Source: an optimization exercise on an open RTL-to-GDS flow (aim: small area, a short achievable clock period and few clock cycles per item). Production flows keep margins and buffers that such runs may drop.
Where RTL was checked, it was by simulation tests only, not by an equivalence proof against the original.
Only the layout flow was run in runs 1 to 4; the RTL was not checked for function there.

==> flow/design.v, too long to show whole: its modules and the start of the top module <==
// module fxMulStage1: 2479 lines
// module recipStep2: 21 lines
// module matrixProcessor: 145 lines
module matrixProcessor #(
	parameter WIDTH = 32
) (
	input wire clk,
	input wire rst_n,
	input wire start,
	input wire [13:0] workItemCount,
	input wire [WIDTH - 1:0] matrixInAddr,
	input wire [WIDTH - 1:0] dataInAddr,
	input wire [WIDTH - 1:0] dataOutAddr,
	input wire [WIDTH - 1:0] dataIn,
	output reg [WIDTH - 1:0] readAddr,
	output reg [WIDTH - 1:0] writeAddr,
	output reg [WIDTH - 1:0] writeData,
	output reg writeEn
	);
  // ...
==> flow/flow/run.sh <==
#!/bin/bash
# The standard layout with these changes to how it is made:
# - synthesis maps the logic without Yosys's early "abc -fast" pass (the
#   registers are the standard synthesis's; full adders are then found in the
#   RTL's own adder structure rather than in ABC's restructured gates);
# - timing repair aims well past the clock period: repair_timing treats any
#   path with less than SETUP_SLACK_MARGIN of slack as failing;
set -euo pipefail
bash standard.sh SYNTH_ARGS=-noabc SETUP_SLACK_MARGIN=15.0 MATCH_CELL_FOOTPRINT=0 \
	"BUFFER_PORTS_ARGS=-buffer_cell sky130_fd_sc_hd__buf_4" finish > flow_make.log 2>&1
==> flow/standard.sh <==
#!/bin/bash
# synth_recipe.tcl (not shown) runs the flow's synth.tcl, then flattens the netlist and writes it again
# the make line also repeats each setting of config.mk as NAME=value (left out here)
make -C /OpenROAD-flow-scripts/flow DESIGN_CONFIG=/design/flow/config.mk WORK_HOME=/design/flow/orfs CLKGATE_MAP_FILE= SYNTH_SCRIPT=/design/flow/synth_recipe.tcl "${@:-finish}"
==> flow/config.mk <==
export PLATFORM = sky130hd
export DESIGN_NAME = matrixProcessor
export DESIGN_NICKNAME = matrixProcessor
export VERILOG_FILES = /design/flow/design.v
export SDC_FILE = /design/flow/constraint.sdc
export NUM_CORES = 4
export LEC_CHECK = 0
export ABC_CLOCK_PERIOD_IN_PS = 4500
export CAP_MARGIN = 20
export CORE_MARGIN = 2
export CORE_UTILIZATION = 55
export SLEW_MARGIN = 20
==> flow/constraint.sdc <==
create_clock -name core_clock -period 20.0 [get_ports {clk}]
set_input_delay 4.0000 -clock core_clock [delete_from_list [all_inputs] [get_ports {clk}]]
set_output_delay 4.0000 -clock core_clock [all_outputs]
set_load 0.01 [all_outputs]
==> results by group, run 1 <==
STA
  • Hold Slack: about 300 ps
  • Unrepaired setup endpoints after global routing: yes
  • Tcrit/Tclk final: 0.261

Floorplan
  • Boundary Pins: 242
  • Tap cells: about 1.4k
  • Die Span X: 328 µm
  • Die Y: between 300 and 400 µm
  • Initial core utilization: 0.556

Critical path
  • Reg2reg start: opA[9]$_DFF_P_
  • Critical Path Stages: 1
  • Critical Path End Type: primary output
  • FF-to-FF path depth: 10
  • Delay of the slowest cell on the worst path: around 400 ps
  • Crit path buf inv count: 1
  • Crit path DAT: ~1200 ps

Clocking
  • Clock-pin slew on the worst setup and hold paths: about 60 ps
  • Post-CTS sizing: about 220

Route
  • WL/cell: around 26 µm
  • Drt total wl: approximately 180 mm
  • WL met3: around 13 mm
  • Drt drc: 0
  • DRT Pass-1 Iters: 7

Synthesis
  • Synth Area in Compound Gates: 0.0819
  • Mapped Area: 57,700 µm²
  • Post-synthesis mux area share: 0.0109
  • Most frequent cells after synthesis: and2_1, fa_1, dfxtp_1
  • Most used DFF post-synth: dfxtp_1
  • Synthesized area per cell: 11.2 µm²
  • Yosys warns: 2

Cells and area
  • Multi-input gate share of total cell area: 0.572
  • Largest cell class: multi-input combinational cells
  • Most frequent cells in the layout: and2_1, fa_1, nand2_1
  • N_diodes: 9
  • Top reg by flops: racc

Global route
  • M3 GR Usage: 0.0573
  • GR Layer Usage met1: 0.452
  • GRT Util Overall: 0.341

Place
  • Placed Cells incl. Taps: 6,556

Outcome
  • Outcome: no timing/DRC/antenna violations
==> run 2, diff against run 1 <==
--- a/flow/flow/run.sh
+++ b/flow/flow/run.sh
@@ -6,5 +6,5 @@
 # - timing repair aims well past the clock period: repair_timing treats any
 #   path with less than SETUP_SLACK_MARGIN of slack as failing;
 set -euo pipefail
-bash standard.sh SYNTH_ARGS=-noabc SETUP_SLACK_MARGIN=15.0 MATCH_CELL_FOOTPRINT=0 \
+bash standard.sh SETUP_SLACK_MARGIN=15.0 MATCH_CELL_FOOTPRINT=0 \
 	"BUFFER_PORTS_ARGS=-buffer_cell sky130_fd_sc_hd__buf_4" finish > flow_make.log 2>&1
==> run 2 against run 1 <==
Against the previous run:
- still clean on timing, DRC and antenna
- clock skew increased by 19 ps
- critical path depth unchanged
- via count increased by 6.7%
- maximum frequency increased by 0.35%
- cell area increased by 4.1%
- final cell count increased by 12%
- non-clock buffer count increased by 19
- wire length increased by 0.96%
- sequential share of layout area decreased by 1.1 points
- critical endpoint is now writeData[11]
- largest cell class unchanged
==> results by group, run 2 <==
Synthesis
  • Largest family of logic cells by synthesized area: adder cells (unchanged)
  • Area leader, netlist: fa_1 (unchanged)
  • Mapped Area: 59,900 µm² (was 57,700 µm²)
  • Seq cells post-synth: 771 (unchanged)
  • Synthesized area per cell: 10.2 µm² (was 11.2 µm²)
  • Most frequent cells after synthesis: inv_1, fa_1, and2_1 (was and2_1, fa_1, dfxtp_1)
  • Sequential element share of the synthesized area: 0.311 (was 0.323)
  • Synth top area cells: fa_1, edfxtp_1, dfxtp_1 (unchanged)
  • Post-Syn Instances: 5,880 (was 5,143)
  • Post-Synth XOR/XNOR Area: 0.0453 (was 0.0472)
  • Post-synthesis simple-gate area fraction: 0.148 (was 0.162)
  • Synth unique cells: 94 (was 77)
  • Async S/R FF share, synth: 0 (unchanged)
  • Synth Area in Compound Gates: 0.0754 (was 0.0819)
  • Top-count cell post-synth: inv_1 (was and2_1)
  • Yosys top cell area share: 0.282 (was 0.293)
  • Post-Synth Adder-Cell Area: 0.327 (was 0.340)
  • Post-synthesis mux area share: 0.0144 (was 0.0109)
  • Post-synth EDFFs: 319 (unchanged)
  • Yosys warns: 2 (unchanged)
  • Most used DFF post-synth: dfxtp_1 (unchanged)

Critical path
  • Delay of the slowest cell on the worst path: 410 ps (was 400 ps)
  • Crit path max-delay family: flip-flops (unchanged)
  • Crit path buf inv count: 1 (unchanged)
  • Crit path DAT: 1200 ps (was 1220 ps)
  • Slowest-stage cell, CP: dfxtp_4 (unchanged)
  • Crit-path max FO: 2 (unchanged)
  • Req. time, crit path: 16,000 ps (about the same)
  • Worst Path Class, Setup: reg -> out (unchanged)
  • Critical Path End Type: primary output (unchanged)
  • CP Cell Sequence: buf_6 (unchanged)
  • Startpoint types: flop (unchanged)

Route
  • DRT Pass-1 Iters: 6 (was 7)
  • Initial DRC Count: 3,434 (was 3,200)
  • Drt drc: 0 (unchanged)
  • Drt total wl: 181 mm (was 180 mm)
  • Vias: 42.7k (was 40.1k)
  • WL/cell: 23.9 µm (was 26.4 µm)
  • Routed Antenna Nets: 0 (unchanged)
  • Via density per instance: 5.63 (was 5.89)

Place
  • Dpl cell area: 63,000 µm² (was 60,700 µm²)
  • Worst slack at placement: 14,300 ps (was 14,090 ps)
  • Final HPWL DP: 124 mm (about the same)
  • Port Buf Inserts: 241 (unchanged)
  • Gp weighted congestion: 0.911 (was 0.913)

Global route
  • GRT Util Overall: 0.326 (was 0.341)
  • Grt total ovfl: 0 (unchanged)
  • Largest net degree at the start of global routing: 86 (was 75)
  • Number of global-route vias before repair: 44.1k (was 41.9k)
  • First-pass GRT wire length: 271 mm (was 269 mm)
  • Initial antenna violation count: 7 (was 15)

STA
  • Final hold vios: 0 (unchanged)
  • PnR worst setup slack: 14,800 ps (was 14,780 ps)
  • Setup Skew: 83.0 ps (was 63.8 ps)
  • Tcrit/Tclk final: 0.260 (was 0.261)
  • Unrepaired setup endpoints after global routing: yes (unchanged)
  • Fin. max-slew vios: 0 (unchanged)
  • Final Setup Violations: 0 (unchanged)
  • Worst Max-Slew Pin Slew: 1110 ps (was 1280 ps)
  • Final setup TNS: 0 ps (unchanged)
  • Max frequency: 0.192 GHz (about the same)
  • Slew headroom: 0.257 (was 0.146)
  • Fin crit period: 5200 ps (was 5220 ps)

Clocking
  • CTS root buffer: clkbuf_16 (unchanged)
  • H-tree level count: 3 (unchanged)
  • Post-CTS Hold Fix Bufs: 0 (unchanged)
  • Clock buffer depth: 3 (unchanged)
  • CTS Buf Count: 85 (unchanged)
  • Clock-pin slew on the worst setup and hold paths: 60 ps (about the same)
  • Clock latency on the worst-skew pair: 700 ps (was 710 ps)
  • Clock tree sinks: 771 (unchanged)
  • CTS tree: yes (unchanged)

Floorplan
  • Die Span X: 334 µm (was 328 µm)
  • Die Y: 334 µm (was 328 µm)
  • Boundary Pins: 242 (unchanged)
  • Initial core utilization: 0.552 (was 0.556)
  • Rows: 121 (was 118)
  • Core ar.: 108,000 µm² (was 104,000 µm²)
  • Die area: 112,000 µm² (was 107,000 µm²)

Cells and area
  • Commonest non-fill, non-tap cell in the layout: inv_1 (was and2_1)
  • Synth-to-layout area growth: 12.7% (was 12.5%)
  • Layout cells sized above 1: 0.120 (was 0.133)
  • Final Util: 0.623 (was 0.625)
  • Largest register FFs: 128 (unchanged)
  • Nets@finish: 7,308 (was 6,545)
  • Most frequent cells in the layout: inv_1, fa_1, and2_1 (was and2_1, fa_1, nand2_1)
  • Cell area after layout: 67,500 µm² (was 64,900 µm²)
  • Top reg by flops: racc (unchanged)

Job
  • Total of max-cap violations: 0 (unchanged)

Outcome
  • Outcome: no timing/DRC/antenna violations (unchanged)

Worst hold path
  • Worst Hold Class: reg -> reg (unchanged)
==> run 2: area by class of cell <==
| type | instances | area (µm²) |
|---|---|---|
| Inverter | 969 | 3640 |
| Tap cell | 1414 | 1770 |
| Multi-Input combinational cell | 3868 | 36600 |
| Clock buffer | 115 | 2380 |
| Clock inverter | 45 | 526 |
| Timing Repair Buffer | 408 | 3660 |
| Fill cell | 9257 | 40900 |
| Sequential cell | 771 | 18900 |
| Antenna cell | 1 | 2.50 |
==> run 2: logic make-up (layout without fill, tap and decap cells) <==
family                     after synthesis  in the layout
other                                    0              1
muxes                                   82             82
xor gates and xnor gates               310            310
buffers and inverters                 1243           1537
AOI/OAI and AO/OA                      677            677
adders and majority gates             1060           1060
and+or+nand+nor                       1737           1739
DFF                                    771            771
==> run 2: per-layer routing <==
layer	wire, µm	part of all wire	global-route usage	vias up
met3	14700	0.081	0.0531	324
met4	6410	0.035	0.106	2
met1	75600	0.42	0.452	21700
met2	84500	0.47	0.527	1640
li1	-	-	-	19100
met5	8	0.000044	0	-
==> run 2: worst paths after layout <==
path | from | cells past startpoint | slack (ps) | end
max reg2reg | p0[0]$_DFF_P_ | 15 | 15170 | racc[0][22]$_DFFE_PP_
min | vb1[27]$_DFF_P_ | 0 | 300 | vb0[27]$_DFF_P_
max | writeData[11]$_DFF_P_ | 1 | 14800 | writeData[11]
min reg2reg | vb1[27]$_DFF_P_ | 0 | 300 | vb0[27]$_DFF_P_
==> run 2: metrics by stage <==
stage	hold slack, ps	std cells
5_1_grt	320	7590
6_report	296	7591
3_3_place_gp	310	7336
4_1_cts	299	7563
2_1_floorplan	310	5880
3_5_place_dp	312	7336
==> run 2: what timing repair did <==
| action | 4_1_cts | 5_1_grt |
|---|---|---|
| cloned | 0 | 5 |
| endpoints found under the setup margin | 152 | 144 |
| buffers inserted | 67 | 21 |
| pin swaps | 0 | 6 |
| resized for setup | 246 | 63 |
| hold endpoints to repair | 0 | 0 |
==> module recipStep2, before the edit <==
module recipStep2 (
	input wire [31:0] rem,
	input wire [31:0] m,
	output wire [31:0] remNext,
	output wire q1,
	output wire q0
	);
	wire [34:0] r2 = {2'b00, rem, 1'b0};
	wire [34:0] r4 = {1'b0, rem, 2'b00};
	wire [34:0] nm1 = ~{3'b000, m};
	wire [34:0] nm2 = ~{2'b00, m, 1'b0};
	wire [34:0] cs = r4 ^ nm1 ^ nm2;
	wire [34:0] cc = (r4 & nm1) | (r4 & nm2) | (nm1 & nm2);
	wire [34:0] t1 = r2 + nm1 + 35'd1;                  
	wire [34:0] ta = cs + {cc[33:0], 1'b0} + 35'd2;     
	wire [34:0] tb = r4 + nm1 + 35'd1;                  
	assign q1 = ~t1[34];
	assign q0 = q1 ? ~ta[34] : ~tb[34];
	assign remNext = q1 ? (q0 ? ta[31:0] : {t1[30:0], 1'b0})
	                    : (q0 ? tb[31:0] : {rem[29:0], 2'b00});
endmodule
==> module matrixProcessor, before the edit <==
module matrixProcessor #(
	parameter WIDTH = 32
) (
	input wire clk,
	input wire rst_n,
	input wire start,
	input wire [13:0] workItemCount,
	input wire [WIDTH - 1:0] matrixInAddr,
	input wire [WIDTH - 1:0] dataInAddr,
	input wire [WIDTH - 1:0] dataOutAddr,
	input wire [WIDTH - 1:0] dataIn,
	output reg [WIDTH - 1:0] readAddr,
	output reg [WIDTH - 1:0] writeAddr,
	output reg [WIDTH - 1:0] writeData,
	output reg writeEn
	);
	reg busy;
	reg [4:0] rs;
	reg pro;           
	reg macOn;         
	reg divOn;         
	reg wrOn;          
	reg [13:0] fcnt;   
	reg notLast;       
	wire finalW = busy & wrOn & ~divOn & (rs == 5'd3);
	wire accept = start & (~busy | finalW);
	wire frameEnd = (rs == 5'd19);
	wire [4:0] rsNext = accept ? 5'd16 : (frameEnd ? 5'd0 : rs + 5'd1);
	wire wrOnNext = accept ? 1'b0 : (frameEnd ? divOn : wrOn);
	wire busyNext = accept | (busy & ~finalW);
	always @(posedge clk) begin
		if (~rst_n) begin
			busy <= 1'b0;
			writeEn <= 1'b0;
		end else begin
			busy <= busyNext;
			writeEn <= busyNext & wrOnNext & (rsNext <= 5'd3);
		end
	end
	reg atRs0;     
	reg atMac;     
	reg atVLoad;   
	reg accHold;   
	reg [3:0] rowEnd;   
	always @(posedge clk) begin
		atRs0 <= (rsNext == 5'd0);
		atMac <= (rsNext >= 5'd1) & (rsNext <= 5'd16);
		atVLoad <= (rsNext >= 5'd17) | (rsNext == 5'd0);
		accHold <= (rsNext >= 5'd3) & (rsNext <= 5'd18) & (rsNext[1:0] != 2'd3);
		rowEnd[0] <= (rsNext == 5'd6);
		rowEnd[1] <= (rsNext == 5'd10);
		rowEnd[2] <= (rsNext == 5'd14);
		rowEnd[3] <= (rsNext == 5'd18);
	end
	always @(posedge clk) begin
		notLast <= (fcnt != workItemCount);
		rs <= rsNext;
		wrOn <= wrOnNext;
		if (accept) begin
			pro <= 1'b1;
			macOn <= 1'b0;
			divOn <= 1'b0;
			fcnt <= 14'd0;
		end else if (frameEnd) begin
			pro <= 1'b0;
			divOn <= macOn;
			macOn <= pro | (macOn & notLast);
			if (~pro) fcnt <= fcnt + 14'd1;
		end
	end
	reg [WIDTH - 1:2] vptr;   
	wire [WIDTH - 1:0] readAddrInc = readAddr + 32'd4;
	wire readMatrixNext = (rsNext <= 5'd15);
	always @(posedge clk) begin
		if (accept) readAddr[31:2] <= dataInAddr[31:2];
		else if (frameEnd) readAddr[31:2] <= matrixInAddr[31:2];
		else if (rs == 5'd15) readAddr[31:2] <= vptr[31:2];
		else readAddr[31:2] <= readAddrInc[31:2];
		readAddr[1:0] <= readMatrixNext ? matrixInAddr[1:0] : dataInAddr[1:0];
		if (frameEnd) vptr[31:2] <= readAddrInc[31:2];
		writeAddr <= accept ? dataOutAddr : writeAddr + {31'd0, writeEn};
	end
	reg [WIDTH - 1:0] vb0, vb1, vb2, vb3;
	reg [WIDTH - 1:0] opA, opB;
	reg [WIDTH - 1:0] racc [0:3];
	reg [WIDTH - 1:0] rh0, rh1, rh2;   
	reg [WIDTH - 1:0] m;               
	reg wneg;                          
	reg [WIDTH - 1:0] q;               
	reg [WIDTH - 1:0] rem;
	wire [WIDTH - 1:0] qs = wneg ? (~q + 32'd1) : q;
	wire [WIDTH - 1:0] w = wneg ? (~m + 32'd1) : m;
	always @(posedge clk) begin
		vb0 <= vb1;
		vb1 <= vb2;
		vb2 <= vb3;
		vb3 <= atVLoad ? dataIn : vb0;
		opA <= atMac ? dataIn : qs;
		case (rs)
			5'd17: opB <= rh0;
			5'd18: opB <= rh1;
			5'd19: opB <= rh2;
			5'd0:  opB <= w;
			default: opB <= vb0;
		endcase
	end
	wire [WIDTH - 1:0] t0, t1, t2;
	wire [1:0] tc;
	fxMulStage1 mul1 (.a(opA), .b(opB), .hi0(t0), .hi1(t1), .hi2(t2), .c16(tc));
	reg [WIDTH - 1:0] p0, p1, p2;
	reg [1:0] pc;
	always @(posedge clk) begin
		p0 <= t0;
		p1 <= t1;
		p2 <= t2;
		pc <= tc;
	end
	wire [WIDTH - 1:0] accIn = accHold ? writeData : {WIDTH{1'b0}};
	wire [WIDTH - 1:0] sum = accIn + p0 + p1 + p2 + {30'd0, pc};
	always @(posedge clk) begin
		writeData <= sum;
		if (rowEnd[0]) racc[0] <= sum;
		if (rowEnd[1]) racc[1] <= sum;
		if (rowEnd[2]) racc[2] <= sum;
		if (rowEnd[3]) racc[3] <= sum;
	end
	wire [WIDTH - 1:0] r3 = racc[3];
	wire remInit = ~((r3 == 32'd0) | (r3 == 32'd1) | (r3 == 32'hFFFFFFFF));
	wire [WIDTH - 1:0] rem2;
	wire qb1, qb0;
	recipStep2 st (.rem(rem), .m(m), .remNext(rem2), .q1(qb1), .q0(qb0));
	always @(posedge clk) begin
		if (atRs0) begin
			rh0 <= racc[0];
			rh1 <= racc[1];
			rh2 <= racc[2];
			m <= r3[WIDTH - 1] ? (~r3 + 32'd1) : r3;
			wneg <= r3[WIDTH - 1];
			rem <= {31'd0, remInit};
		end else begin
			rem <= rem2;
		end
		if (atMac) q <= {q[WIDTH - 3:0], qb1, qb0};
	end
endmodule
==> run 3, diff against run 2 <==
--- a/flow/design.v
+++ b/flow/design.v
@@ -2481,20 +2481,21 @@
 `default_nettype none
 module recipStep2 (
 	input wire [31:0] rem,
-	input wire [31:0] m,
+	input wire [31:0] w,
 	output wire [31:0] remNext,
 	output wire q1,
 	output wire q0
 	);
+	wire c = ~w[31];
+	wire [34:0] x1 = {3'b111, w ^ {32{c}}};
+	wire [34:0] x2 = {x1[33:0], 1'b0};
 	wire [34:0] r2 = {2'b00, rem, 1'b0};
 	wire [34:0] r4 = {1'b0, rem, 2'b00};
-	wire [34:0] nm1 = ~{3'b000, m};
-	wire [34:0] nm2 = ~{2'b00, m, 1'b0};
-	wire [34:0] cs = r4 ^ nm1 ^ nm2;
-	wire [34:0] cc = (r4 & nm1) | (r4 & nm2) | (nm1 & nm2);
-	wire [34:0] t1 = r2 + nm1 + 35'd1;                  
-	wire [34:0] ta = cs + {cc[33:0], 1'b0} + 35'd2;     
-	wire [34:0] tb = r4 + nm1 + 35'd1;                  
+	wire [34:0] cs = r4 ^ x1 ^ x2;
+	wire [34:0] cc = (r4 & x1) | (r4 & x2) | (x1 & x2);
+	wire [34:0] t1 = r2 + x1 + {34'd0, c};                      
+	wire [34:0] ta = cs + {cc[33:0], 1'b0} + {33'd0, c, c};     
+	wire [34:0] tb = r4 + x1 + {34'd0, c};                      
 	assign q1 = ~t1[34];
 	assign q0 = q1 ? ~ta[34] : ~tb[34];
 	assign remNext = q1 ? (q0 ? ta[31:0] : {t1[30:0], 1'b0})
@@ -2589,12 +2590,10 @@
 	reg [WIDTH - 1:0] opA, opB;
 	reg [WIDTH - 1:0] racc [0:3];
 	reg [WIDTH - 1:0] rh0, rh1, rh2;   
-	reg [WIDTH - 1:0] m;               
-	reg wneg;                          
+	reg [WIDTH - 1:0] w;               
 	reg [WIDTH - 1:0] q;               
 	reg [WIDTH - 1:0] rem;
-	wire [WIDTH - 1:0] qs = wneg ? (~q + 32'd1) : q;
-	wire [WIDTH - 1:0] w = wneg ? (~m + 32'd1) : m;
+	wire [WIDTH - 1:0] qs = w[WIDTH - 1] ? (~q + 32'd1) : q;
 	always @(posedge clk) begin
 		vb0 <= vb1;
 		vb1 <= vb2;
@@ -2633,14 +2632,13 @@
 	wire remInit = ~((r3 == 32'd0) | (r3 == 32'd1) | (r3 == 32'hFFFFFFFF));
 	wire [WIDTH - 1:0] rem2;
 	wire qb1, qb0;
-	recipStep2 st (.rem(rem), .m(m), .remNext(rem2), .q1(qb1), .q0(qb0));
+	recipStep2 st (.rem(rem), .w(w), .remNext(rem2), .q1(qb1), .q0(qb0));
 	always @(posedge clk) begin
 		if (atRs0) begin
 			rh0 <= racc[0];
 			rh1 <= racc[1];
 			rh2 <= racc[2];
-			m <= r3[WIDTH - 1] ? (~r3 + 32'd1) : r3;
-			wneg <= r3[WIDTH - 1];
+			w <= r3;
 			rem <= {31'd0, remInit};
 		end else begin
 			rem <= rem2;
--- a/flow/flow/run.sh
+++ b/flow/flow/run.sh
@@ -6,5 +6,5 @@
 # - timing repair aims well past the clock period: repair_timing treats any
 #   path with less than SETUP_SLACK_MARGIN of slack as failing;
 set -euo pipefail
-bash standard.sh SETUP_SLACK_MARGIN=15.0 MATCH_CELL_FOOTPRINT=0 \
+bash standard.sh SYNTH_ARGS=-noabc SETUP_SLACK_MARGIN=15.0 MATCH_CELL_FOOTPRINT=0 \
 	"BUFFER_PORTS_ARGS=-buffer_cell sky130_fd_sc_hd__buf_4" finish > flow_make.log 2>&1
==> run 3 against run 2 <==
Against the previous run:
- non-clock buffer count shrank 13
- largest cell class unchanged
- worst hold slack gained 25 ps
- via count shrank 10%
- first-iteration DRC count shrank 8.2%
- cell area shrank 6.2%
- register-to-register slack lost 60 ps
==> results by group, run 3 <==
Synthesis
  • Seq cells post-synth: 770 (was 771)
  • Sequential element share of the synthesized area: 0.333 (was 0.311)
  • Area leader, netlist: fa_1 (unchanged)
  • Synth unique cells: 79 (was 94)
  • Yosys top cell area share: 0.303 (was 0.282)
  • Synthesized area per cell: 11.5 µm² (was 10.2 µm²)
  • Top-count cell post-synth: and2_1 (was inv_1)
  • Mapped Area: 55,900 µm² (was 59,900 µm²)
  • Most frequent cells after synthesis: and2_1, fa_1, dfxtp_1 (was inv_1, fa_1, and2_1)
  • Yosys warns: 2 (unchanged)
  • Async S/R FF share, synth: 0 (unchanged)
  • Most used DFF post-synth: dfxtp_1 (unchanged)
  • Synth top area cells: fa_1, edfxtp_1, dfxtp_1 (unchanged)
  • Post-synth EDFFs: 318 (was 319)
  • Post-Syn Instances: 4,864 (was 5,880)

Global route
  • Grt total ovfl: 0 (unchanged)
  • GRT Util Overall: 0.331 (was 0.326)
  • Number of global-route vias before repair: 40.0k (was 44.1k)
  • First-pass GRT wire length: 253 mm (was 271 mm)
  • Largest net degree at the start of global routing: 76 (was 86)
  • Initial antenna violation count: 7 (unchanged)

Place
  • Port Buf Inserts: 241 (unchanged)
  • Gp weighted congestion: 0.916 (was 0.911)
  • Final HPWL DP: 115 mm (was 124 mm)

Floorplan
  • Initial core utilization: 0.557 (was 0.552)
  • Core ar.: 100,000 µm² (was 108,000 µm²)
  • Die Y: 323 µm (was 334 µm)
  • Die area: 104,000 µm² (was 112,000 µm²)
  • Rows: 116 (was 121)
  • Die Span X: 323 µm (was 334 µm)
  • Boundary Pins: 242 (unchanged)

Route
  • Vias: 38.5k (was 42.7k)
  • Drt total wl: 170 mm (was 181 mm)
  • Routed Antenna Nets: 0 (unchanged)
  • Initial DRC Count: 3,151 (was 3,434)
  • DRT Pass-1 Iters: 6 (unchanged)
  • WL/cell: 26.2 µm (was 23.9 µm)
  • Drt drc: 0 (unchanged)
  • Via density per instance: 5.91 (was 5.63)

Clocking
  • Clock latency on the worst-skew pair: 660 ps (was 700 ps)
  • CTS tree: yes (unchanged)
  • H-tree level count: 3 (unchanged)
  • Clock buffer depth: 3 (unchanged)
  • Clock-pin slew on the worst setup and hold paths: 60 ps (about the same)
  • CTS root buffer: clkbuf_16 (unchanged)
  • Clock tree sinks: 770 (was 771)
  • CTS Buf Count: 83 (was 85)

Outcome
  • Outcome: no timing/DRC/antenna violations (unchanged)

STA
  • Setup Skew: 26.5 ps (was 83.0 ps)
  • Unrepaired setup endpoints after global routing: yes (unchanged)
  • Fin. max-slew vios: 0 (unchanged)
  • Worst Max-Slew Pin Slew: 1160 ps (was 1110 ps)
  • Fin crit period: 5170 ps (was 5200 ps)
  • Final Setup Violations: 0 (unchanged)
  • Max frequency: 0.193 GHz (was 0.192 GHz)
  • Slew headroom: 0.224 (was 0.257)
  • Tcrit/Tclk final: 0.259 (was 0.260)
  • Final setup TNS: 0 ps (unchanged)
  • Hold Slack: 321 ps (was 296 ps)
  • Final hold vios: 0 (unchanged)

Worst hold path
  • WHS Endpoint: vb2[3]$_DFF_P_ (was vb0[27]$_DFF_P_)
  • Hold Startpoint: vb3[3]$_DFF_P_ (was vb1[27]$_DFF_P_)
  • Worst Hold Class: reg -> reg (unchanged)
  • Hold path cells: 0 (unchanged)

Critical path
  • Req. time, crit path: 16,000 ps (about the same)
  • Crit path DAT: 1170 ps (was 1200 ps)
  • Delay of the slowest cell on the worst path: 400 ps (was 410 ps)
  • Reg2reg start: opB[1]$_DFF_P_ (was p0[0]$_DFF_P_)
  • Startpoint types: flop (unchanged)
  • Crit path max-delay family: flip-flops (unchanged)
  • Reg-to-reg endpoint: pc[1]$_DFF_P_ (was racc[0][22]$_DFFE_PP_)
  • FF-to-FF path depth: 13 (was 15)
  • CP Cell Sequence: buf_6 (unchanged)
  • Setup slack, reg-to-reg: 15,110 ps (was 15,170 ps)
  • Worst Path Class, Setup: reg -> out (unchanged)
  • Slowest-stage cell, CP: dfxtp_4 (unchanged)
  • Critical Path End Type: primary output (unchanged)
  • Crit path buf inv count: 1 (unchanged)
  • Crit-path max FO: 2 (unchanged)

Job
  • Total of max-cap violations: 0 (unchanged)

Cells and area
  • Filler instances: 8,153 (was 9,257)
  • Top reg by flops: racc (unchanged)
  • Commonest non-fill, non-tap cell in the layout: and2_1 (was inv_1)
  • Footprint of the multi-input gates: 36,200 µm² (was 36,600 µm²)
  • Most frequent cells in the layout: and2_1, fa_1, edfxtp_1 (was inv_1, fa_1, and2_1)
  • Layout cells sized above 1: 0.149 (was 0.120)
  • Synth-to-layout area growth: 13.3% (was 12.7%)
  • Largest register FFs: 128 (unchanged)
  • Nets@finish: 6,249 (was 7,308)
  • Register area: 18,900 µm² (about the same)
[run 3: cell families after synthesis]
| kind of cell | after synthesis | share of synthesized area |
|---|---|---|
| AND/OR/NAND/NOR | 1652 | 0.161 |
| adder cells (fa/ha/maj) | 1029 | 0.344 |
| flip-flops | 770 | 0.333 |
| AO/OA/AOI/OAI | 667 | 0.0781 |
| buffers and inverters | 390 | 0.0267 |
| XOR/XNOR | 285 | 0.0446 |
| multiplexers | 69 | 0.0132 |
| other | 2 | 0.000134 |
[run 3: what timing repair did]
action                                  4_1_cts  5_1_grt
cloned                                        1        2
hold buffers                                  0        0
pin swaps                                     0        2
gates resized for setup                     250       50
endpoints found under the setup margin      138      137
buffers inserted                             69       17
[run 3: worst max path at each step]
stage	cells after the start	slack, ps	endpoint	from
after floorplan	6	14940	rowEnd[1]$_DFF_P_	start
after global placement	15	14100	rem[5]$_SDFF_PP0_	w[31]$_DFFE_PP_
after detailed placement	15	14040	rem[5]$_SDFF_PP0_	w[31]$_DFFE_PP_
after CTS	1	14780	writeData[21]	writeData[21]$_DFF_P_
after global routing	1	14760	writeData[21]	writeData[21]$_DFF_P_
final	1	14830	writeData[21]	writeData[21]$_DFF_P_
[run 3: final cells by class]
class | instances | share of cell area
multi-input cells | 3708 | 0.571
well taps | 1357 | 0.0268
flip-flops and latches | 770 | 0.298
repair buffers | 395 | 0.0540
diodes | 4 | 0.000158
inverters | 117 | 0.00701
clock inverters | 37 | 0.00689
clock buffers | 119 | 0.0363
[run 3: metal layers]
metal  track usage  wire length [µm]
met1         0.459             70900
met2         0.525             79200
met3        0.0588             13200
met4         0.122              6950
met5             0                27
[run 3: through the flow]
stage	instance area, µm²	util	worst slack (ps)	cells
2_1_floorplan	55900	-	14940	4866
3_3_place_gp	59000	0.587	14100	6258
3_5_place_dp	59000	0.587	14040	6258
4_1_cts	62900	0.626	14780	6484
5_1_grt	63300	0.631	14760	6506
6_report	63300	0.631	14830	6507
==> run 4, diff against run 3 <==
--- a/flow/flow/run.sh
+++ b/flow/flow/run.sh
@@ -7,4 +7,4 @@
 #   path with less than SETUP_SLACK_MARGIN of slack as failing;
 set -euo pipefail
 bash standard.sh SYNTH_ARGS=-noabc SETUP_SLACK_MARGIN=15.0 MATCH_CELL_FOOTPRINT=0 \
-	"BUFFER_PORTS_ARGS=-buffer_cell sky130_fd_sc_hd__buf_4" finish > flow_make.log 2>&1
+	"BUFFER_PORTS_ARGS=-buffer_cell sky130_fd_sc_hd__buf_1" finish > flow_make.log 2>&1
==> run 4 against run 3 <==
Against the previous run:
- maximum frequency about the same
- die area unchanged
- largest cell class unchanged
- wire length down 0.24%
- cell area down 1.0%
- non-clock buffer count rose by 2
- worst hold slack improved by 1.2 ps
==> results by group, run 4 <==
Critical path
  • Crit path DAT: 1170 ps (about the same)
  • Crit path max-delay family: flip-flops (unchanged)
  • Crit path buf inv count: 1 (unchanged)
  • Setup slack, reg-to-reg: 15,180 ps (was 15,110 ps)
  • CP Cell Sequence: buf_6 (unchanged)
  • Critical Path End Type: primary output (unchanged)
  • Reg-to-reg endpoint: pc[1]$_DFF_P_ (unchanged)
  • Worst Path Class, Setup: reg -> out (unchanged)
  • Crit-path max FO: 2 (unchanged)
  • Delay of the slowest cell on the worst path: 410 ps (was 400 ps)
  • Slowest-stage cell, CP: dfxtp_4 (unchanged)
  • Req. time, crit path: 16,000 ps (about the same)
  • Startpoint types: flop (unchanged)
  • FF-to-FF path depth: 12 (was 13)
  • Reg2reg start: opA[14]$_DFF_P_ (was opB[1]$_DFF_P_)

Floorplan
  • Rows: 116 (unchanged)
  • Boundary Pins: 242 (unchanged)
  • Die area: 104,000 µm² (unchanged)
  • Die Span X: 323 µm (unchanged)
  • Core ar.: 100,000 µm² (unchanged)
  • Die Y: 323 µm (unchanged)
  • Initial core utilization: 0.557 (unchanged)

Global route
  • Initial antenna violation count: 7 (unchanged)
  • Number of global-route vias before repair: 39.7k (was 40.0k)
  • GRT Util Overall: 0.331 (about the same)
  • Largest net degree at the start of global routing: 78 (was 76)
  • First-pass GRT wire length: 253 mm (about the same)
  • Grt total ovfl: 0 (unchanged)

Job
  • Total of max-cap violations: 0 (unchanged)

Clocking
  • Clock-pin slew on the worst setup and hold paths: 60 ps (about the same)
  • Clock tree sinks: 770 (unchanged)
  • CTS tree: yes (unchanged)
  • Clock buffer depth: 3 (unchanged)
  • CTS root buffer: clkbuf_16 (unchanged)
  • H-tree level count: 3 (unchanged)
  • CTS Buf Count: 82 (was 83)
  • Post-CTS Hold Fix Bufs: 0 (unchanged)
  • Clock latency on the worst-skew pair: 640 ps (was 660 ps)

Route
  • DRT Pass-1 Iters: 6 (unchanged)
  • Via density per instance: 5.86 (was 5.91)
  • Routed Antenna Nets: 0 (unchanged)
  • Drt total wl: 170 mm (about the same)
  • Vias: 38.1k (was 38.5k)
  • WL/cell: 26.1 µm (was 26.2 µm)
  • Initial DRC Count: 3,158 (was 3,151)
  • Drt drc: 0 (unchanged)

STA
  • Max frequency: 0.193 GHz (about the same)
  • Fin. max-slew vios: 0 (unchanged)
  • Unrepaired setup endpoints after global routing: yes (unchanged)
  • Slew headroom: 0.176 (was 0.224)
  • Final Setup Violations: 0 (unchanged)
  • Tcrit/Tclk final: 0.259 (about the same)
  • PnR worst setup slack: 14,830 ps (about the same)
  • Setup Skew: 33.8 ps (was 26.5 ps)
  • Final setup TNS: 0 ps (unchanged)
  • Final hold vios: 0 (unchanged)
  • Worst Max-Slew Pin Slew: 1240 ps (was 1160 ps)
  • Hold Slack: 322 ps (was 321 ps)
  • Fin crit period: 5170 ps (about the same)

Place
  • Port Buf Inserts: 241 (unchanged)
  • Gp weighted congestion: 0.882 (was 0.916)
  • Worst slack at placement: 14,010 ps (was 14,040 ps)
  • Placed Cells incl. Taps: 6,260 (was 6,258)
  • Final HPWL DP: 114 mm (was 115 mm)
  • Dpl cell area: 58,100 µm² (was 59,000 µm²)

Synthesis
  • Synthesized area per cell: 11.5 µm² (unchanged)
  • Post-Syn Instances: 4,864 (unchanged)
  • Most used DFF post-synth: dfxtp_1 (unchanged)
  • Most frequent cells after synthesis: and2_1, fa_1, dfxtp_1 (unchanged)
  • Mapped Area: 55,900 µm² (unchanged)
  • Seq cells post-synth: 770 (unchanged)
  • Area leader, netlist: fa_1 (unchanged)
  • Post-synth EDFFs: 318 (unchanged)
  • Top-count cell post-synth: and2_1 (unchanged)
  • Synth top area cells: fa_1, edfxtp_1, dfxtp_1 (unchanged)
  • Async S/R FF share, synth: 0 (unchanged)
  • Sequential element share of the synthesized area: 0.333 (unchanged)
  • Yosys top cell area share: 0.303 (unchanged)
  • Yosys warns: 2 (unchanged)
  • Synth unique cells: 79 (unchanged)

Worst hold path
  • Hold Startpoint: vb2[19]$_DFF_P_ (was vb3[3]$_DFF_P_)
  • Worst Hold Class: reg -> reg (unchanged)
  • Hold path cells: 0 (unchanged)
  • WHS Endpoint: vb1[19]$_DFF_P_ (was vb2[3]$_DFF_P_)

Cells and area
  • Synth-to-layout area growth: 12.1% (was 13.3%)
  • Layout cells sized above 1: 0.119 (was 0.149)
  • Final Non-Filler Cells: 6,508 (was 6,507)
  • Cell area after layout: 62,700 µm² (was 63,300 µm²)
  • Nets@finish: 6,249 (unchanged)
  • Final Util: 0.624 (was 0.631)
  • Commonest non-fill, non-tap cell in the layout: and2_1 (unchanged)
  • Most frequent cells in the layout: and2_1, fa_1, edfxtp_1 (unchanged)
  • Top reg by flops: racc (unchanged)
  • Largest register FFs: 128 (unchanged)

Outcome
  • Outcome: no timing/DRC/antenna violations (unchanged)
[run 4: cell count changes in the layout (fill, tap and decap cells not counted), moves of 3 or more]
cell,before,now
buf_1,0,144
buf_4,287,146
xnor2_1,143,155
clkbuf_1,26,15
xnor2_2,17,10
clkinv_1,5,10
xnor2_4,5,0
dfxtp_2,96,100
dfxtp_4,41,37
bufinv_16,6,9
[run 4: repair_timing]
action / in CTS / in global routing
resized for setup: 467 / 27
endpoints found under the setup margin: 153 / 136
pin swaps: 1 / 0
hold endpoints to repair: 0 / 0
cloned: 1 / 1
setup buffers: 66 / 20
[run 4: per-layer routing]
metal,global-route usage,wire [µm]
met1,0.457,71500
met4,0.113,6290
met5,0,0
met2,0.530,79200
met3,0.0613,12900
[run 4: cell families after synthesis]
group                      count (synthesis)  synth area share
and+or+nand+nor                         1652             0.161
adders and majority gates               1029             0.344
muxes                                     69            0.0132
AOI/OAI and AO/OA                        667            0.0781
DFF                                      770             0.333
other                                      2          0.000134
xor gates and xnor gates                 285            0.0446
buffers and inverters                    390            0.0267
[run 4: how the worst max path moves through the flow]
stage	start	slack (ps)	cells past startpoint	to
6_report	writeData[21]$_DFF_P_	14830	1	writeData[21]
5_1_grt	writeData[21]$_DFF_P_	14800	1	writeData[21]
4_1_cts	writeData[21]$_DFF_P_	14800	1	writeData[21]
3_5_place_dp	w[31]$_DFFE_PP_	14010	17	rem[3]$_SDFF_PP0_
3_3_place_gp	w[31]$_DFFE_PP_	14200	17	rem[23]$_SDFF_PP0_
2_1_floorplan	start	14940	6	rowEnd[1]$_DFF_P_
[run 4: cell type report]
class	instances	area, µm²
diodes	6	15.0
clock buffers	107	2280
clock inverters	47	517
fillers	8267	37700
inverters	117	444
multi-input cells	3707	36000
flip-flops and latches	770	18900
well taps	1357	1700
repair buffers	397	2880
[run 4: worst reg2reg max path: stages, from the launching register on]
cell      delay, ps
dfxtp_1         630
and2_1          230
fa_1            440
fa_1            530
fa_1            460
fa_1            510
fa_1            510
fa_1            490
ha_1            210
a2111o_1        300
o22ai_1         130
a21oi_1          80
and2_1          180
==> run 5, diff against run 4 <==
--- a/flow/design.v
+++ b/flow/design.v
@@ -2527,11 +2527,14 @@
 	reg divOn;         
 	reg wrOn;          
 	reg [13:0] fcnt;   
+	reg tailDiv;       
 	reg notLast;       
 	wire finalW = busy & wrOn & ~divOn & (rs == 5'd3);
 	wire accept = start & (~busy | finalW);
 	wire frameEnd = (rs == 5'd19);
-	wire [4:0] rsNext = accept ? 5'd16 : (frameEnd ? 5'd0 : rs + 5'd1);
+	reg [4:0] divLast;   
+	wire divDone = tailDiv & (rs == divLast);
+	wire [4:0] rsNext = accept ? 5'd16 : (frameEnd ? 5'd0 : (divDone ? 5'd17 : rs + 5'd1));
 	wire wrOnNext = accept ? 1'b0 : (frameEnd ? divOn : wrOn);
 	wire busyNext = accept | (busy & ~finalW);
 	always @(posedge clk) begin
@@ -2630,6 +2633,16 @@
 	end
 	wire [WIDTH - 1:0] r3 = racc[3];
 	wire remInit = ~((r3 == 32'd0) | (r3 == 32'd1) | (r3 == 32'hFFFFFFFF));
+	wire [WIDTH - 1:0] r3Mag = r3 ^ {WIDTH{r3[WIDTH - 1]}};
+	reg [5:0] r3Len;
+	integer bi;
+	always @(*) begin
+		r3Len = 6'd0;
+		for (bi = 0; bi < WIDTH; bi = bi + 1)
+			if (r3Mag[bi]) r3Len = bi[5:0] + 6'd1;
+	end
+	wire [3:0] skip = (r3Len < 6'd2) ? 4'd0 : ((r3Len >= 6'd28) ? 4'd13 : r3Len[4:1] - 4'd1);
+	wire tailNow = divOn & ~macOn;
 	wire [WIDTH - 1:0] rem2;
 	wire qb1, qb0;
 	recipStep2 st (.rem(rem), .w(w), .remNext(rem2), .q1(qb1), .q0(qb0));
@@ -2639,10 +2652,19 @@
 			rh1 <= racc[1];
 			rh2 <= racc[2];
 			w <= r3;
-			rem <= {31'd0, remInit};
+			if (tailNow & remInit) begin
+				rem <= 32'd1 << {skip, 1'b0};
+				divLast <= 5'd16 - {1'b0, skip};
+			end else begin
+				rem <= {31'd0, remInit};
+				divLast <= 5'd16;
+			end
+			q <= {WIDTH{1'b0}};
 		end else begin
 			rem <= rem2;
 		end
 		if (atMac) q <= {q[WIDTH - 3:0], qb1, qb0};
+		if (accept) tailDiv <= 1'b0;
+		else if (atRs0) tailDiv <= tailNow;
 	end
 endmodule
--- a/flow/flow/run.sh
+++ b/flow/flow/run.sh
@@ -6,5 +6,5 @@
 # - timing repair aims well past the clock period: repair_timing treats any
 #   path with less than SETUP_SLACK_MARGIN of slack as failing;
 set -euo pipefail
-bash standard.sh SYNTH_ARGS=-noabc SETUP_SLACK_MARGIN=15.0 MATCH_CELL_FOOTPRINT=0 \
+bash standard.sh SYNTH_ARGS=-noabc SETUP_SLACK_MARGIN=14.85 MATCH_CELL_FOOTPRINT=0 \
 	"BUFFER_PORTS_ARGS=-buffer_cell sky130_fd_sc_hd__buf_1" finish > flow_make.log 2>&1
--- a/flow/config.mk
+++ b/flow/config.mk
@@ -8,5 +8,5 @@
 export ABC_CLOCK_PERIOD_IN_PS = 4500
 export CAP_MARGIN = 20
 export CORE_MARGIN = 2
-export CORE_UTILIZATION = 55
+export CORE_UTILIZATION = 60
 export SLEW_MARGIN = 20
==> run 5 against run 4 <==
Against the previous run:
- critical path depth unchanged
- non-clock buffer count is 23 lower
- largest cell class unchanged
- critical endpoint is now writeData[12]
- area after synthesis up 2.3%
- global-route usage rose by 3.2 points
- still clean
- final cell count up 0.77%
- maximum frequency shrank 0.59%
==> results by group, run 5 <==
Floorplan
  • Die area: 97,800 µm² (was 104,000 µm²)
  • Die Y: 313 µm (was 323 µm)
  • Boundary Pins: 242 (unchanged)
  • Rows: 113 (was 116)
  • Core ar.: 94,700 µm² (was 100,000 µm²)
  • Initial core utilization: 0.604 (was 0.557)
  • Die Span X: 313 µm (was 323 µm)

Cells and area
  • Nets@finish: 6,388 (was 6,249)
  • Synth-to-layout area growth: 11.2% (was 12.1%)
  • Top reg by flops: racc (unchanged)
  • Layout cells sized above 1: 0.114 (was 0.119)
  • Commonest non-fill, non-tap cell in the layout: and2_1 (unchanged)
  • Register area: 19,000 µm² (was 18,900 µm²)
  • Most frequent cells in the layout: and2_1, fa_1, dfxtp_1 (was and2_1, fa_1, edfxtp_1)
  • Largest register FFs: 128 (unchanged)
  • Filler instances: 7,341 (was 8,267)
  • Footprint of the multi-input gates: 37,100 µm² (was 36,000 µm²)

Clocking
  • Clock-pin slew on the worst setup and hold paths: 60 ps (about the same)
  • Clock latency on the worst-skew pair: 670 ps (was 640 ps)
  • H-tree level count: 3 (unchanged)
  • CTS root buffer: clkbuf_16 (unchanged)
  • Clock buffer depth: 3 (unchanged)
  • Post-CTS Hold Fix Bufs: 0 (unchanged)
  • CTS tree: yes (unchanged)
  • CTS Buf Count: 87 (was 82)
  • Clock tree sinks: 776 (was 770)

Worst hold path
  • Worst Hold Class: reg -> reg (unchanged)

Critical path
  • Slowest-stage cell, CP: dfxtp_4 (unchanged)
  • Delay of the slowest cell on the worst path: 420 ps (was 410 ps)
  • Worst Path Class, Setup: reg -> out (unchanged)
  • Crit path DAT: 1200 ps (was 1170 ps)
  • Crit-path max FO: 2 (unchanged)
  • Crit path max-delay family: flip-flops (unchanged)
  • Req. time, crit path: 16,000 ps (about the same)
  • Crit path buf inv count: 1 (unchanged)
  • Critical Path End Type: primary output (unchanged)
  • Startpoint types: flop (unchanged)
  • CP Cell Sequence: buf_6 (unchanged)

Route
  • WL/cell: 26.7 µm (was 26.1 µm)
  • Routed Antenna Nets: 0 (unchanged)
  • Drt total wl: 175 mm (was 170 mm)
  • Drt drc: 0 (unchanged)
  • Vias: 40.0k (was 38.1k)
  • Initial DRC Count: 3,631 (was 3,158)
  • DRT Pass-1 Iters: 5 (was 6)
  • Via density per instance: 6.09 (was 5.86)

Synthesis
  • Post-Syn Instances: 5,011 (was 4,864)
  • Synth unique cells: 86 (was 79)
  • Synth top area cells: fa_1, edfxtp_1, dfxtp_1 (unchanged)
  • Most used DFF post-synth: dfxtp_1 (unchanged)
  • Seq cells post-synth: 776 (was 770)
  • Sequential element share of the synthesized area: 0.328 (was 0.333)
  • Async S/R FF share, synth: 0 (unchanged)
  • Mapped Area: 57,200 µm² (was 55,900 µm²)
  • Top-count cell post-synth: and2_1 (unchanged)
  • Yosys warns: 2 (unchanged)
  • Area leader, netlist: fa_1 (unchanged)
  • Synthesized area per cell: 11.4 µm² (was 11.5 µm²)
  • Yosys top cell area share: 0.296 (was 0.303)
  • Most frequent cells after synthesis: and2_1, fa_1, dfxtp_1 (unchanged)
  • Post-synth EDFFs: 323 (was 318)

STA
  • Max frequency: 0.192 GHz (was 0.193 GHz)
  • Fin crit period: 5200 ps (was 5170 ps)
  • Unrepaired setup endpoints after global routing: yes (unchanged)
  • Final hold vios: 0 (unchanged)
  • Tcrit/Tclk final: 0.260 (was 0.259)
  • Slew headroom: 0.228 (was 0.176)
  • Worst Max-Slew Pin Slew: 1160 ps (was 1240 ps)
  • Final Setup Violations: 0 (unchanged)
  • Fin. max-slew vios: 0 (unchanged)
  • Final setup TNS: 0 ps (unchanged)
  • Setup Skew: 38.9 ps (was 33.8 ps)

Global route
  • Largest net degree at the start of global routing: 96 (was 78)
  • First-pass GRT wire length: 263 mm (was 253 mm)
  • Number of global-route vias before repair: 41.7k (was 39.7k)
  • Grt total ovfl: 0 (unchanged)
  • GRT Util Overall: 0.363 (was 0.331)
  • Initial antenna violation count: 12 (was 7)

Place
  • Gp weighted congestion: 0.924 (was 0.882)
  • Final HPWL DP: 121 mm (was 114 mm)
  • Port Buf Inserts: 241 (unchanged)

Outcome
  • Outcome: no timing/DRC/antenna violations (unchanged)

Job
  • Total of max-cap violations: 0 (unchanged)
[run 5: through the flow]
| stage | hold WS, ps | setup WS (ps) | util | instances | area [µm²] |
|---|---|---|---|---|---|
| after floorplan | 310 | 14870 | - | 5013 | 57200 |
| after CTS | 311 | 14780 | 0.669 | 6544 | 63400 |
| after global placement | 309 | 14510 | 0.626 | 6327 | 59300 |
| final | 318 | 14800 | 0.671 | 6558 | 63600 |
| after global routing | 322 | 14780 | 0.671 | 6550 | 63600 |
| after detailed placement | 312 | 14430 | 0.626 | 6327 | 59300 |
[run 5: final cells by class]
class                      count  area share
multi-input combinational   3845       0.584
sequential                   776       0.299
clock buffer                 119      0.0394
timing repair buffer         374      0.0376
tap                         1265      0.0249
clock inverter                44     0.00777
inverter                     125     0.00748
antenna                       10    0.000394
[run 5: cell families (layout without fill, tap and decap cells)]
group           Yosys count  after routing  share of synthesized area
compound gates          735            735                     0.0856
xor+xnor                289            289                     0.0443
fa+ha+maj              1034           1034                      0.337
buf+inv                 392            662                     0.0262
flops                   776            776                      0.328
mux                      79             79                     0.0147
other cells               2             14                   0.000131
simple gates           1704           1704                      0.164
[run 5: per-layer routing]
metal	GRT usage	vias to the layer above	wire length [µm]
li1	-	17300	-
met1	0.483	20300	70300
met2	0.579	1936	81200
met3	0.0796	486	15000
met4	0.154	4	8370
met5	0.000484	-	29
[run 5: final timing paths]
kind / endpoint / from / cells past startpoint / slack, ps
worst max-delay path: writeData[12] / writeData[12]$_DFF_P_ / 1 / 14800
worst min-delay path: vb0[8]$_DFF_P_ / vb1[8]$_DFF_P_ / 0 / 320
worst max register to register: racc[0][31]$_DFFE_PP_ / p0[8]$_DFF_P_ / 13 / 14980
worst min register to register: vb0[8]$_DFF_P_ / vb1[8]$_DFF_P_ / 0 / 320
[run 5: repair_timing]
item / CTS / global route
pin swaps: 0 / 1
gates resized for setup: 351 / 40
setup buffers: 54 / 4
setup endpoints to repair: 131 / 83
Testbench counts of run 5, summed over its fixed seeds: cycles 34,168, items 1,630.
==> run 6, diff against run 5 <==
--- a/flow/flow/run.sh
+++ b/flow/flow/run.sh
@@ -6,5 +6,5 @@
 # - timing repair aims well past the clock period: repair_timing treats any
 #   path with less than SETUP_SLACK_MARGIN of slack as failing;
 set -euo pipefail
-bash standard.sh SYNTH_ARGS=-noabc SETUP_SLACK_MARGIN=14.85 MATCH_CELL_FOOTPRINT=0 \
+bash standard.sh SYNTH_ARGS=-noabc SETUP_SLACK_MARGIN=15.0 MATCH_CELL_FOOTPRINT=0 \
 	"BUFFER_PORTS_ARGS=-buffer_cell sky130_fd_sc_hd__buf_1" finish > flow_make.log 2>&1
--- a/flow/config.mk
+++ b/flow/config.mk
@@ -8,5 +8,5 @@
 export ABC_CLOCK_PERIOD_IN_PS = 4500
 export CAP_MARGIN = 20
 export CORE_MARGIN = 2
-export CORE_UTILIZATION = 60
+export CORE_UTILIZATION = 55
 export SLEW_MARGIN = 20
==> run 6 against run 5 <==
Against the previous run:
- setup slack worse by 51 ps
- still clean on timing, DRC and antenna
- register-to-register slack better by 150 ps
- wire length is 6.1% higher
- clock-buffer cell count is 4 higher
- critical path type unchanged
- synthesized cell count stayed put
- final cell count is 2.4% higher
- sequential share of layout area is 0.28 points lower
==> results by group, run 6 <==
Route
  • DRT Pass-1 Iters: 5 (unchanged)
  • WL/cell: 27.6 µm (was 26.7 µm)
  • Drt drc: 0 (unchanged)
  • Vias: 40.4k (was 40.0k)
  • Initial DRC Count: 3,486 (was 3,631)
  • Via density per instance: 6.02 (was 6.09)
  • Routed Antenna Nets: 0 (unchanged)
  • Drt total wl: 186 mm (was 175 mm)

Global route
  • First-pass GRT wire length: 275 mm (was 263 mm)
  • Initial antenna violation count: 15 (was 12)
  • Number of global-route vias before repair: 41.8k (was 41.7k)
  • Largest net degree at the start of global routing: 87 (was 96)
  • Grt total ovfl: 0 (unchanged)
  • GRT Util Overall: 0.353 (was 0.363)

Floorplan
  • Rows: 118 (was 113)
  • Boundary Pins: 242 (unchanged)
  • Core ar.: 103,000 µm² (was 94,700 µm²)
  • Die Y: 326 µm (was 313 µm)
  • Die Span X: 326 µm (was 313 µm)
  • Die area: 107,000 µm² (was 97,800 µm²)
  • Initial core utilization: 0.553 (was 0.604)

Synthesis
  • Post-synthesis mux area share: 0.0147 (unchanged)
  • Post-synthesis simple-gate area fraction: 0.164 (unchanged)
  • Sequential element share of the synthesized area: 0.328 (unchanged)
  • Synth Area in Compound Gates: 0.0856 (unchanged)
  • Most frequent cells after synthesis: and2_1, fa_1, dfxtp_1 (unchanged)
  • Top-count cell post-synth: and2_1 (unchanged)
  • Synthesized area per cell: 11.4 µm² (unchanged)
  • Yosys top cell area share: 0.296 (unchanged)
  • Seq cells post-synth: 776 (unchanged)
  • Synth unique cells: 86 (unchanged)
  • Async S/R FF share, synth: 0 (unchanged)
  • Post-Synth XOR/XNOR Area: 0.0443 (unchanged)
  • Post-Syn Instances: 5,011 (unchanged)
  • Yosys warns: 2 (unchanged)
  • Synth top area cells: fa_1, edfxtp_1, dfxtp_1 (unchanged)
  • Most used DFF post-synth: dfxtp_1 (unchanged)
  • Post-Synth Adder-Cell Area: 0.337 (unchanged)
  • Largest family of logic cells by synthesized area: adder cells (unchanged)
  • Post-synth EDFFs: 323 (unchanged)
  • Mapped Area: 57,200 µm² (unchanged)
  • Area leader, netlist: fa_1 (unchanged)

Cells and area
  • Largest register FFs: 128 (unchanged)
  • Footprint of the multi-input gates: 37,100 µm² (about the same)
  • Layout cells sized above 1: 0.123 (was 0.114)
  • Cell area after layout: 64,400 µm² (was 63,600 µm²)
  • Commonest non-fill, non-tap cell in the layout: and2_1 (unchanged)
  • Most frequent cells in the layout: and2_1, fa_1, edfxtp_1 (was and2_1, fa_1, dfxtp_1)
  • Top reg by flops: racc (unchanged)
  • Filler instances: 8,495 (was 7,341)
  • Register area: 19,100 µm² (was 19,000 µm²)
  • Nets@finish: 6,423 (was 6,388)
  • Synth-to-layout area growth: 12.6% (was 11.2%)

STA
  • Fin crit period: 5250 ps (was 5200 ps)
  • Unrepaired setup endpoints after global routing: yes (unchanged)
  • Final hold vios: 0 (unchanged)
  • Fin. max-slew vios: 0 (unchanged)
  • Setup Skew: 73.5 ps (was 38.9 ps)
  • Final Setup Violations: 0 (unchanged)
  • Slew headroom: 0.256 (was 0.228)
  • Tcrit/Tclk final: 0.263 (was 0.260)
  • Worst Max-Slew Pin Slew: 1110 ps (was 1160 ps)
  • Final setup TNS: 0 ps (unchanged)
  • Max frequency: 0.190 GHz (was 0.192 GHz)

Place
  • Port Buf Inserts: 241 (unchanged)
  • Gp weighted congestion: 0.914 (was 0.924)
  • Dpl cell area: 59,400 µm² (was 59,300 µm²)
  • Final HPWL DP: 129 mm (was 121 mm)

Clocking
  • Clock latency on the worst-skew pair: 710 ps (was 670 ps)
  • CTS Buf Count: 88 (was 87)
  • Clock buffer depth: 3 (unchanged)
  • H-tree level count: 3 (unchanged)
  • Clock tree sinks: 776 (unchanged)
  • Clock-pin slew on the worst setup and hold paths: 60 ps (about the same)
  • CTS tree: yes (unchanged)
  • CTS root buffer: clkbuf_16 (unchanged)
  • Post-CTS Hold Fix Bufs: 0 (unchanged)

Critical path
  • Crit path DAT: 1250 ps (was 1200 ps)
  • CP Cell Sequence: buf_6 (unchanged)
  • Critical Path End Type: primary output (unchanged)
  • Crit path buf inv count: 1 (unchanged)
  • Delay of the slowest cell on the worst path: 420 ps (about the same)
  • Startpoint types: flop (unchanged)
  • Slowest-stage cell, CP: dfxtp_4 (unchanged)
  • Crit-path max FO: 2 (unchanged)
  • Reg2reg start: opB[4]$_DFF_P_ (was p0[8]$_DFF_P_)
  • Crit path from: writeData[16]$_DFF_P_ (was writeData[12]$_DFF_P_)
  • Crit path max-delay family: flip-flops (unchanged)
  • Worst Path Class, Setup: reg -> out (unchanged)
  • Req. time, crit path: 16,000 ps (about the same)

Worst hold path
  • Hold Startpoint: vb2[25]$_DFF_P_ (was vb1[8]$_DFF_P_)
  • Worst Hold Class: reg -> reg (unchanged)

Job
  • Total of max-cap violations: 0 (unchanged)

Outcome
  • Outcome: no timing/DRC/antenna violations (unchanged)
## run 6: cell counts after synthesis
Identical to the previous run, type by type.
## run 6: final cells by class
class / count / share of cell area
inverter: 125 / 0.00739
clock inverter: 43 / 0.00822
antenna: 13 / 0.000505
sequential: 776 / 0.296
timing repair buffer: 408 / 0.0450
clock buffer: 123 / 0.0390
tap: 1380 / 0.0268
multi-input combinational: 3845 / 0.577
## run 6: timing repair
action,in CTS,in global routing
gates resized for setup,465,28
endpoints found under the setup margin,145,147
endpoints found under the hold margin,0,0
setup buffers,73,18
pin swaps,0,3
## run 6: logic make-up after synthesis
family	Yosys count
and+or+nand+nor	1704
adders and majority gates	1034
DFF	776
AOI/OAI and AO/OA	735
buffers and inverters	392
xor gates and xnor gates	289
muxes	79
other	2
## run 6: final timing paths
path	endpoint	slack, ps	cells past startpoint
worst min-delay path	vb1[25]$_DFF_P_	290	0
worst max-delay path	writeData[16]	14750	1
worst max register to register	p2[16]$_DFF_P_	15130	9
worst min register to register	vb1[25]$_DFF_P_	290	0
## run 6: per-stage QoR
stage / hold WS, ps / utilization / setup WS [ps] / instances
5_1_grt: 304 / 0.623 / 14740 / 6700
4_1_cts: 288 / 0.620 / 14740 / 6682
2_1_floorplan: 310 / - / 14980 / 5013
6_report: 291 / 0.623 / 14750 / 6713
3_5_place_dp: 312 / 0.575 / 14500 / 6443
3_3_place_gp: 309 / 0.575 / 14550 / 6443
## run 6: routing by layer
metal,wire (µm),GRT usage,up-vias
met2,84200,0.553,1888
met3,16700,0.0768,420
li1,-,-,17300
met4,7690,0.135,2
met5,13,0,-
met1,77000,0.485,20800
==> run 7, diff against run 6 <==
--- a/flow/flow/run.sh
+++ b/flow/flow/run.sh
@@ -5,6 +5,9 @@
 #   RTL's own adder structure rather than in ABC's restructured gates);
 # - timing repair aims well past the clock period: repair_timing treats any
 #   path with less than SETUP_SLACK_MARGIN of slack as failing;
+# - port buffers are plain buffers, and gates may be resized to any cell of
+#   the same function;
 set -euo pipefail
 bash standard.sh SYNTH_ARGS=-noabc SETUP_SLACK_MARGIN=15.0 MATCH_CELL_FOOTPRINT=0 \
-	"BUFFER_PORTS_ARGS=-buffer_cell sky130_fd_sc_hd__buf_1" finish > flow_make.log 2>&1
+	"BUFFER_PORTS_ARGS=-buffer_cell sky130_fd_sc_hd__buf_1" \
+	"CTS_ARGS=-sink_clustering_enable -repair_clock_nets -dont_use_dummy_load" finish > flow_make.log 2>&1
==> run 7 against run 6 <==
Against the previous run:
- maximum frequency up 0.62%
- critical path depth stayed put
- critical path type unchanged
- clock skew rose by 33 ps
- area after synthesis is the same
- wire length decreased by 0.27%
- still clean
- sequential share of layout area rose by 0.39 points
- critical endpoint unchanged
- via count down 0.64%
==> results by group, run 7 <==
Outcome
  • Outcome: no timing/DRC/antenna violations (unchanged)

Route
  • DRT Pass-1 Iters: 6 (was 5)
  • Routed Antenna Nets: 0 (unchanged)
  • WL/cell: 27.9 µm (was 27.6 µm)
  • Via density per instance: 6.06 (was 6.02)
  • Drt drc: 0 (unchanged)

Global route
  • First-pass GRT wire length: 274 mm (was 275 mm)
  • GRT Util Overall: 0.352 (was 0.353)
  • Grt total ovfl: 0 (unchanged)
  • Number of global-route vias before repair: 41.7k (was 41.8k)
  • Initial antenna violation count: 17 (was 15)
  • Largest net degree at the start of global routing: 87 (unchanged)

Synthesis
  • Area leader, netlist: fa_1 (unchanged)
  • Synth unique cells: 86 (unchanged)
  • Most frequent cells after synthesis: and2_1, fa_1, dfxtp_1 (unchanged)
  • Synthesized area per cell: 11.4 µm² (unchanged)
  • Most used DFF post-synth: dfxtp_1 (unchanged)
  • Seq cells post-synth: 776 (unchanged)
  • Yosys warns: 2 (unchanged)
  • Mapped Area: 57,200 µm² (unchanged)
  • Yosys top cell area share: 0.296 (unchanged)

Critical path
  • Delay of the slowest cell on the worst path: 420 ps (about the same)
  • Crit path DAT: 1220 ps (was 1250 ps)
  • Startpoint types: flop (unchanged)
  • Req. time, crit path: 16,000 ps (about the same)
  • Crit-path max FO: 2 (unchanged)
  • CP Cell Sequence: buf_6 (unchanged)
  • Crit path buf inv count: 1 (unchanged)
  • Slowest-stage cell, CP: dfxtp_4 (unchanged)
  • Critical Path End Type: primary output (unchanged)
  • Worst Path Class, Setup: reg -> out (unchanged)

Cells and area
  • Nets@finish: 6,424 (was 6,423)
  • Top reg by flops: racc (unchanged)
  • Layout cells sized above 1: 0.115 (was 0.123)
  • Largest register FFs: 128 (unchanged)
  • Cell area after layout: 63,500 µm² (was 64,400 µm²)
  • Synth-to-layout area growth: 11.1% (was 12.6%)
  • Commonest non-fill, non-tap cell in the layout: and2_1 (unchanged)

Place
  • Final HPWL DP: 129 mm (unchanged)
  • Gp weighted congestion: 0.914 (unchanged)
  • Worst slack at placement: 14,500 ps (unchanged)
  • Port Buf Inserts: 241 (unchanged)
  • Dpl cell area: 59,400 µm² (unchanged)

Floorplan
  • Die Y: 326 µm (unchanged)
  • Rows: 118 (unchanged)
  • Boundary Pins: 242 (unchanged)
  • Core ar.: 103,000 µm² (unchanged)
  • Die Span X: 326 µm (unchanged)

STA
  • Setup Skew: 106 ps (was 73.5 ps)
  • PnR worst setup slack: 14,780 ps (was 14,750 ps)
  • Fin. max-slew vios: 0 (unchanged)
  • Slew headroom: 0.234 (was 0.256)
  • Unrepaired setup endpoints after global routing: yes (unchanged)
  • Worst Max-Slew Pin Slew: 1150 ps (was 1110 ps)
  • Fin crit period: 5220 ps (was 5250 ps)

Clocking
  • Clock-pin slew on the worst setup and hold paths: 60 ps (about the same)
  • Clock buffer depth: 3 (unchanged)
  • CTS tree: yes (unchanged)
  • Clock latency on the worst-skew pair: 700 ps (was 710 ps)
  • Clock tree sinks: 776 (unchanged)
  • CTS root buffer: clkbuf_16 (unchanged)
  • CTS Buf Count: 88 (unchanged)

Job
  • Total of max-cap violations: 0 (unchanged)

Worst hold path
  • Worst Hold Class: reg -> reg (unchanged)
## run 7: cell counts after synthesis
No cell type changed its count.
## run 7: kinds of logic after synthesis
logic type               Yosys count  share of synthesized area
AO/OA/AOI/OAI                    735                     0.0856
multiplexers                      79                     0.0147
flip-flops                       776                      0.328
other                              2                   0.000131
adder cells (fa/ha/maj)         1034                      0.337
AND/OR/NAND/NOR                 1704                      0.164
buffers and inverters            392                     0.0262
XOR/XNOR                         289                     0.0443
## run 7: final cells by class
cell class / instances / area [µm²] / area share
Inverter: 125 / 475 / 0.00748
Sequential cell: 776 / 19100 / 0.300
Multi-Input combinational cell: 3845 / 37200 / 0.585
Clock buffer: 88 / 2200 / 0.0347
Antenna cell: 6 / 15.0 / 0.000236
Timing Repair Buffer: 409 / 2910 / 0.0457
Tap cell: 1380 / 1730 / 0.0272
## run 7: what timing repair did
action                     in CTS  in global routing
buffers inserted               73                 19
pin swaps                       0                  5
setup endpoints to repair     146                147
resized for setup             465                 32
## run 7: through the flow
step / utilization
after detailed placement: 0.575
after CTS: 0.612
after global routing: 0.615
after global placement: 0.575
after floorplan: -
final: 0.615
## run 7: path summary, 6_finish.rpt
check | from | cells past startpoint | to | slack [ps]
setup reg to reg | p0[0]$_DFF_P_ | 14 | racc[3][26]$_DFFE_PP_ | 15070
setup / recovery | writeData[16]$_DFF_P_ | 1 | writeData[16] | 14780
hold reg to reg | vb2[25]$_DFF_P_ | 0 | vb1[25]$_DFF_P_ | 260
hold / removal | vb2[25]$_DFF_P_ | 0 | vb1[25]$_DFF_P_ | 260
## run 7: routing by layer
| layer | wire [µm] | GRT usage | vias to the layer above |
|---|---|---|---|
| li1 | - | - | 17200 |
| met1 | 75700 | 0.484 | 20600 |
| met2 | 84000 | 0.551 | 1952 |
| met3 | 17900 | 0.0763 | 392 |
| met4 | 7340 | 0.135 | 4 |
| met5 | 27 | 0 | - |

-- what the ideal ports hide --
The results above use ideal ports. As a check the final layouts listed here were re-extracted and re-timed, cells and wires unchanged. Step 1, drivers: a clkbuf_16 drives clk and a buf_2 each remaining input, both assumed. Step 2 times the ports against the registers' clock, not the clock port: input delays grow and output delays shrink by t, the midpoint of the rising clock arrivals with the driver on. a / b / c = ideal / step 1 / step 2; a / b = the first two.
run	shift t [ns]	setup WS [ns]	worst register clock-pin slew, ns
run 1	0.750	14.783 / 14.709 / 14.482	0.07 / 0.07
run 2	0.738	14.802 / 14.725 / 14.553	0.07 / 0.07
run 3	0.726	14.828 / 14.746 / 14.472	0.07 / 0.07
run 4	0.703	14.828 / 14.749 / 14.492	0.07 / 0.07
run 5	0.736	14.798 / 14.717 / 14.386	0.07 / 0.07
run 6	0.759	14.746 / 14.664 / 14.483	0.07 / 0.07
run 7	0.727	14.778 / 14.698 / 14.505	0.06 / 0.06
After both steps every run listed still meets setup and hold. For run 5, which loses most, drivers alone change the setup slack by -0.081 ns; drivers and shift together by -0.412 ns.
